This design comes from an exercise in tuning for small area on the open sky130 flow, not from production work. Where RTL was checked, it was by simulation tests only, not by an equivalence proof against the original. The clock input has no modelled driver; a real chip could not lean on it and would need a root buffer or a full tree. Power and IR drop assume default switching activity.

==> flow/design.v (excerpt) <==
module MultTop_seq(input wire clk, input wire reset, input wire m_enable,
                   input wire [7:0] a, input wire [7:0] b,
                   output wire [3:0] an, output wire [7:0] seg);
Size: roughly 88 flip-flops, roughly 31 I/O pins.
clock: 10.0 ns
lec_check: 0
cap_margin: 20
core_margin: 2
core_utilization: 40
slew_margin: 20
standard.sh (not shown) runs the stock make flow with config.mk's settings and CLKGATE_MAP_FILE= SYNTH_SCRIPT=/design/flow/synth_recipe.tcl, a recipe that flattens the netlist after the stock synthesis.
==> flow/flow/run.sh <==
#!/bin/bash
export BUFFER_PORTS_ARGS="-buffer_cell sky130_fd_sc_hd__buf_1"
export CTS_ARGS="-sink_clustering_enable -repair_clock_nets -buf_list sky130_fd_sc_hd__clkbuf_8 -dont_use_dummy_load -sink_clustering_size 30 -sink_clustering_max_diameter 400"
bash standard.sh > standard.log 2>&1
Next try:
==> flow/run.sh (new file) <==
#!/bin/bash
# synth_recipe.tcl (not shown) runs the flow's synth.tcl, then flattens the netlist and writes it again
# the make line also repeats each setting of config.mk as NAME=value (left out here)
make -C /OpenROAD-flow-scripts/flow DESIGN_CONFIG=/design/flow/config.mk WORK_HOME=/design/flow/orfs CLKGATE_MAP_FILE= SYNTH_SCRIPT=/design/flow/synth_recipe.tcl finish
removed: flow/flow/run.sh
removed: flow/standard.sh
Effect: Clock skew shrinks by 0.011 ns; total power grows by 13%; final cell count grows by about 1.2%; sequential cell count stays the same; die area is unchanged; synthesized cell count does not change; wire length grows by about 0.4%.
Next try:
==> flow/flow/run.sh (new file) <==
#!/bin/bash
export BUFFER_PORTS_ARGS="-buffer_cell sky130_fd_sc_hd__buf_1"
export CTS_ARGS="-sink_clustering_enable -repair_clock_nets -buf_list sky130_fd_sc_hd__clkbuf_16 -dont_use_dummy_load -sink_clustering_size 100 -sink_clustering_max_diameter 1000"
bash standard.sh > standard.log 2>&1
==> flow/standard.sh (new file) <==
#!/bin/bash
# synth_recipe.tcl (not shown) runs the flow's synth.tcl, then flattens the netlist and writes it again
# the make line also repeats each setting of config.mk as NAME=value (left out here)
make -C /OpenROAD-flow-scripts/flow DESIGN_CONFIG=/design/flow/config.mk WORK_HOME=/design/flow/orfs CLKGATE_MAP_FILE= SYNTH_SCRIPT=/design/flow/synth_recipe.tcl "${@:-finish}"
removed: flow/run.sh
Total power falls by 5.3%.
Clock power falls by 14%.
Final cell count falls by 1.2%.
Count of clock-buffer cells in the layout falls by 7.
Critical path depth does not change.
Routed wire length barely changes.
Next try:
==> flow/flow/run.sh (replaced) <==
#!/bin/bash
export BUFFER_PORTS_ARGS="-buffer_cell sky130_fd_sc_hd__buf_1"
export CTS_ARGS="-sink_clustering_enable -sink_clustering_levels 1 -repair_clock_nets -buf_list sky130_fd_sc_hd__clkbuf_8 -dont_use_dummy_load -sink_clustering_size 30 -sink_clustering_max_diameter 400"
bash standard.sh > standard.log 2>&1
Effect:
- The changed run completed with no timing, DRC or antenna violations
- core utilization came out lower by 0.88 points
- maximum frequency came out higher by 1.5%
- clock-buffer cell count is unchanged
- worst setup slack is better by 0.056 ns
- non-clock buffer count is unchanged
Next try:
==> flow/flow/run.sh (replaced) <==
#!/bin/bash
export BUFFER_PORTS_ARGS="-buffer_cell sky130_fd_sc_hd__buf_1"
export CTS_ARGS="-repair_clock_nets -buf_list sky130_fd_sc_hd__clkbuf_16 -dont_use_dummy_load"
bash standard.sh > standard.log 2>&1
The new run finished with timing, DRC and antenna clean.
Die area is unchanged.
Via count rose by 0.79%.
Routed wire length rose by 0.61%.
Combinational power is about the same.
Sequential cell count does not change.
Design area rose by about 2%.
Global-route usage rose by 0.21 points.
Synthesized cell count is unchanged.
Next try:
==> flow/flow/run.sh (replaced) <==
#!/bin/bash
export BUFFER_PORTS_ARGS="-buffer_cell sky130_fd_sc_hd__buf_1"
export CTS_ARGS="-sink_clustering_enable -repair_clock_nets -buf_list sky130_fd_sc_hd__clkbuf_8 -dont_use_dummy_load"
bash standard.sh > standard.log 2>&1
Clock power shrinks by a quarter to a third. Hold slack improved by 0.0052 ns. Die area is unchanged. Clock-buffer cell count does not change. Sequential share of layout area rose by 0.94 points. Wire length decreases slightly. Design area falls slightly. Power goes down by a few percent. Worst setup slack gets better by 0.056 ns. First-iteration DRC count fell by a few percent. Synthesized area is unchanged.
No functional check of the RTL was part of any run of this note.

* * *

Another version of the RTL of MultTop_seq (not shown whole).
For scale: ~90 flip-flops, roughly 0.0040 mm² of cells after synthesis.
clock: 10.0 ns
lec_check: 0
cap_margin: 20
core_margin: 2
core_utilization: 70
place_density: 0.85
slew_margin: 20
==> flow/flow/run.sh <==
#!/bin/bash
set -euo pipefail
W=$PWD
{ head -n 1 synth_recipe.tcl; cat flow/abc_override.tcl; tail -n +2 synth_recipe.tcl; } > my_synth.tcl
sed "s#SYNTH_SCRIPT=[^ ]*#SYNTH_SCRIPT=$W/my_synth.tcl#" standard.sh > my_standard.sh
grep -q "SYNTH_SCRIPT=$W/my_synth.tcl" my_standard.sh
export MY_ABC_SCRIPT=$W/flow/area.abc
export BUFFER_PORTS_ARGS="-buffer_cell sky130_fd_sc_hd__buf_1"
export PRE_CTS_TCL=$W/flow/pre_cts.tcl
export MY_NBUF=8
export MY_BUFCELL=sky130_fd_sc_hd__inv_4
export MY_ROOT=sky130_fd_sc_hd__inv_2
bash my_standard.sh > standard.log 2>&1
Other scripts of this flow, unchanged in this note and not shown: flow/flow/abc_override.tcl, flow/flow/area.abc, flow/flow/pre_cts.tcl
The baseline completed with no timing, DRC or antenna violations.
Rerun with:
- CORE_UTILIZATION: 70 -> 80
- PLACE_DENSITY: 0.85 -> 0.9
After rerunning: The new run went through all stages and came out clean; via count increases by 4.3%; clock skew decreases by 0.0066 ns; critical path depth stays the same; design area hardly moves; area after synthesis does not change; hold slack gets worse by 0.0044 ns; setup slack gets worse by 0.20 ns; synthesized cell count is unchanged.
No run of this note takes its clock network from TritonCTS; it comes from the design's own scripts or RTL.

* * *

Another version of the RTL of MultTop_seq (not shown whole).
Size in the first run: about 89 flip-flops, roughly 31 I/O pins, ~4100 µm² of cells after synthesis.
Design MultTop_seq, start of the top module:
module MultTop_seq(input wire clk, input wire reset, input wire m_enable,
                   input wire [7:0] a, input wire [7:0] b,
                   output wire [3:0] an, output wire [7:0] seg);
clock: 10.0 ns
lec_check: 0
cap_margin: 20
core_margin: 2
core_utilization: 70
place_density: 0.85
slew_margin: 20
==> flow/flow/run.sh <==
#!/bin/bash
set -euo pipefail
W=$PWD
{ head -n 1 synth_recipe.tcl; cat flow/abc_override.tcl; tail -n +2 synth_recipe.tcl; } > my_synth.tcl
sed "s#SYNTH_SCRIPT=[^ ]*#SYNTH_SCRIPT=$W/my_synth.tcl#" standard.sh > my_standard.sh
grep -q "SYNTH_SCRIPT=$W/my_synth.tcl" my_standard.sh
export MY_ABC_SCRIPT=$W/flow/area.abc
export BUFFER_PORTS_ARGS="-buffer_cell sky130_fd_sc_hd__buf_1"
export PRE_CTS_TCL=$W/flow/pre_cts.tcl
export MY_NBUF=4
export MY_BUFCELL=sky130_fd_sc_hd__inv_8
export MY_ROOT=sky130_fd_sc_hd__inv_2
bash my_standard.sh > standard.log 2>&1
==> flow/flow/pre_cts.tcl <==
# Clock tree by hand: the clock port drives MY_NBUF clock buffers (a power
# of two), each driving the flip-flops of one region of the placement,
# regions found by recursive bisection at the median.
set nbuf $::env(MY_NBUF)
set bufcell $::env(MY_BUFCELL)
set block [ord::get_db_block]
set db [ord::get_db]
set clk_net [$block findNet clk]
set master [$db findMaster $bufcell]
# the output pin of a buffer or inverter cell
proc out_pin {m} {
  foreach mt [$m getMTerms] {
    if {[$mt getIoType] eq "OUTPUT"} { return [$mt getName] }
  }
}
set items {}
foreach it [$clk_net getITerms] {
  set loc [[$it getInst] getLocation]
  lappend items [list [lindex $loc 0] [lindex $loc 1] $it]
}
proc bisect {items n} {
  if {$n <= 1} { return [list $items] }
  set xs [lsort -integer [lmap e $items {lindex $e 0}]]
  set ys [lsort -integer [lmap e $items {lindex $e 1}]]
  set dx [expr {[lindex $xs end] - [lindex $xs 0]}]
  set dy [expr {[lindex $ys end] - [lindex $ys 0]}]
  set idx [expr {$dx >= $dy ? 0 : 1}]
  set sorted [lsort -integer -index $idx $items]
  set half [expr {[llength $sorted] / 2}]
  set a [lrange $sorted 0 [expr {$half - 1}]]
  set b [lrange $sorted $half end]
  set m [expr {$n / 2}]
  return [concat [bisect $a $m] [bisect $b $m]]
}
set groups [bisect $items $nbuf]
# optional root buffer between the clock port and the leaf buffers
set root_net $clk_net
if {[info exists ::env(MY_ROOT)] && $::env(MY_ROOT) ne ""} {
  set rinst [odb::dbInst_create $block [$db findMaster $::env(MY_ROOT)] "clkbuf_man_root"]
  set root_net [odb::dbNet_create $block "clknet_man_root"]
  $root_net setSigType CLOCK
  [$rinst findITerm A] connect $clk_net
  [$rinst findITerm [out_pin [$db findMaster $::env(MY_ROOT)]]] connect $root_net
  set rx 0; set ry 0
  foreach e $items { set rx [expr {$rx + [lindex $e 0]}]; set ry [expr {$ry + [lindex $e 1]}] }
  $rinst setLocation [expr {$rx / [llength $items]}] [expr {$ry / [llength $items]}]
  $rinst setPlacementStatus PLACED
}
set b 0
foreach grp $groups {
  set inst [odb::dbInst_create $block $master "clkbuf_man_$b"]
  set net [odb::dbNet_create $block "clknet_man_$b"]
  $net setSigType CLOCK
  set sx 0; set sy 0
  foreach e $grp {
    set it [lindex $e 2]
    $it disconnect
    $it connect $net
    set sx [expr {$sx + [lindex $e 0]}]
    set sy [expr {$sy + [lindex $e 1]}]
  }
  set cx [expr {$sx / [llength $grp]}]
  set cy [expr {$sy / [llength $grp]}]
  [$inst findITerm A] connect $root_net
  [$inst findITerm [out_pin $master]] connect $net
  $inst setLocation $cx $cy
  $inst setPlacementStatus PLACED
  puts "manual clock buffer $b: [llength $grp] sinks at $cx $cy"
  incr b
}
detailed_placement
# the tree is complete: make clock_tree_synthesis only propagate the clock
rename clock_tree_synthesis orig_clock_tree_synthesis
proc clock_tree_synthesis {args} {
  puts "clock tree built by hand"
  set_propagated_clock [all_clocks]
}
# the hand-built tree may use inverter pairs; keep them as built
rename repair_clock_inverters orig_repair_clock_inverters
proc repair_clock_inverters {args} {
  puts "clock inverters kept as built"
}
Other scripts of this flow, unchanged in this note and not shown: flow/flow/abc_override.tcl, flow/flow/area.abc
==> next run, changes <==
--- a/flow/flow/run.sh
+++ b/flow/flow/run.sh
@@ -8,6 +8,6 @@
 export BUFFER_PORTS_ARGS="-buffer_cell sky130_fd_sc_hd__buf_1"
 export PRE_CTS_TCL=$W/flow/pre_cts.tcl
-export MY_NBUF=4
-export MY_BUFCELL=sky130_fd_sc_hd__inv_8
-export MY_ROOT=sky130_fd_sc_hd__inv_2
+export MY_NBUF=8
+export MY_BUFCELL=sky130_fd_sc_hd__clkbuf_4
+export MY_ROOT=sky130_fd_sc_hd__clkbuf_4
 bash my_standard.sh > standard.log 2>&1
--- a/flow/flow/pre_cts.tcl
+++ b/flow/flow/pre_cts.tcl
@@ -8,10 +8,4 @@
 set clk_net [$block findNet clk]
 set master [$db findMaster $bufcell]
-# the output pin of a buffer or inverter cell
-proc out_pin {m} {
-  foreach mt [$m getMTerms] {
-    if {[$mt getIoType] eq "OUTPUT"} { return [$mt getName] }
-  }
-}
 set items {}
 foreach it [$clk_net getITerms] {
@@ -41,5 +35,5 @@
   $root_net setSigType CLOCK
   [$rinst findITerm A] connect $clk_net
-  [$rinst findITerm [out_pin [$db findMaster $::env(MY_ROOT)]]] connect $root_net
+  [$rinst findITerm X] connect $root_net
   set rx 0; set ry 0
   foreach e $items { set rx [expr {$rx + [lindex $e 0]}]; set ry [expr {$ry + [lindex $e 1]}] }
@@ -63,5 +57,5 @@
   set cy [expr {$sy / [llength $grp]}]
   [$inst findITerm A] connect $root_net
-  [$inst findITerm [out_pin $master]] connect $net
+  [$inst findITerm X] connect $net
   $inst setLocation $cx $cy
   $inst setPlacementStatus PLACED
@@ -76,7 +70,2 @@
   set_propagated_clock [all_clocks]
 }
-# the hand-built tree may use inverter pairs; keep them as built
-rename repair_clock_inverters orig_repair_clock_inverters
-proc repair_clock_inverters {args} {
-  puts "clock inverters kept as built"
-}
What happened:
- The changed run produced a clean layout
- die area is unchanged
- global-route usage came out higher by 0.15 points
- setup slack improved by 0.083 ns
- worst hold slack gets worse by 0.0061 ns
- wire length came out higher slightly
==> next run, changes <==
--- a/flow/flow/run.sh
+++ b/flow/flow/run.sh
@@ -9,5 +9,5 @@
 export PRE_CTS_TCL=$W/flow/pre_cts.tcl
 export MY_NBUF=8
-export MY_BUFCELL=sky130_fd_sc_hd__clkbuf_4
-export MY_ROOT=sky130_fd_sc_hd__clkbuf_4
+export MY_BUFCELL=sky130_fd_sc_hd__inv_4
+export MY_ROOT=sky130_fd_sc_hd__inv_2
 bash my_standard.sh > standard.log 2>&1
--- a/flow/flow/pre_cts.tcl
+++ b/flow/flow/pre_cts.tcl
@@ -8,4 +8,10 @@
 set clk_net [$block findNet clk]
 set master [$db findMaster $bufcell]
+# the output pin of a buffer or inverter cell
+proc out_pin {m} {
+  foreach mt [$m getMTerms] {
+    if {[$mt getIoType] eq "OUTPUT"} { return [$mt getName] }
+  }
+}
 set items {}
 foreach it [$clk_net getITerms] {
@@ -35,5 +41,5 @@
   $root_net setSigType CLOCK
   [$rinst findITerm A] connect $clk_net
-  [$rinst findITerm X] connect $root_net
+  [$rinst findITerm [out_pin [$db findMaster $::env(MY_ROOT)]]] connect $root_net
   set rx 0; set ry 0
   foreach e $items { set rx [expr {$rx + [lindex $e 0]}]; set ry [expr {$ry + [lindex $e 1]}] }
@@ -57,5 +63,5 @@
   set cy [expr {$sy / [llength $grp]}]
   [$inst findITerm A] connect $root_net
-  [$inst findITerm X] connect $net
+  [$inst findITerm [out_pin $master]] connect $net
   $inst setLocation $cx $cy
   $inst setPlacementStatus PLACED
@@ -70,2 +76,7 @@
   set_propagated_clock [all_clocks]
 }
+# the hand-built tree may use inverter pairs; keep them as built
+rename repair_clock_inverters orig_repair_clock_inverters
+proc repair_clock_inverters {args} {
+  puts "clock inverters kept as built"
+}
Outcome:
- The changed run ran to the end with no violations
- wire length goes up by 0.34%
- final cell count is unchanged
- fmax decreases by 1.8%
- cell area is lower by about 0.3%
- power went down by about 0.8%
- die area stays the same
- hold slack gains 0.0085 ns
- area after synthesis stays the same
- setup slack got worse by 0.069 ns
- clock skew stays flat
No run of this note takes its clock network from TritonCTS; it comes from the design's own scripts or RTL.

[what the ideal ports hide]
No port has a modelled driver above. Below, the same layouts with a new extraction and two added sets of constraints.
Step 1: set_driving_cell puts a clkbuf_16 on clk and a buf_2 on each other input, an assumption about the parent block.
Step 2 moves the port delays by t, midway between the first and last clock arrival at a register: inputs arrive t later, outputs are due t later. That takes back most of the time a late clock gives input paths.
a / b / c = no drivers / after step 1 / after step 2; a / b = the first two.
| run | t (ns) | slack for setup (ns) | worst data-port slew with drivers (ns) |
|---|---|---|---|
| the first run of note 1 | 0.391 | 6.205 / 6.212 / 5.822 | 0.04 |
| the second run of note 1 | 0.373 | 5.758 / 5.765 / 5.392 | 0.04 |
| the third run of note 1 | 0.372 | 6.149 / 6.161 / 5.789 | 0.04 |
| the fourth run of note 1 | 0.391 | 6.205 / 6.212 / 5.822 | 0.04 |
| the fifth run of note 1 | 0.372 | 6.149 / 6.161 / 5.789 | 0.04 |
| the sixth run of note 1 | 0.391 | 6.205 / 6.212 / 5.822 | 0.04 |
| the first run of note 2 | 0.373 | 5.743 / 5.743 / 5.743 | 0.03 |
| the second run of note 2 | 0.364 | 5.543 / 5.542 / 5.542 | 0.04 |
| the first run of note 3 | 0.348 | 6.162 / 6.168 / 5.820 | 0.03 |
| the second run of note 3 | 0.445 | 6.245 / 6.218 / 5.807 | 0.03 |
| the third run of note 3 | 0.372 | 6.176 / 6.182 / 5.810 | 0.03 |
After both steps every run listed still meets setup and hold. The setup slack of the second run of note 3, which loses most, moves by -0.027 ns with the drivers and by -0.438 ns with both steps.
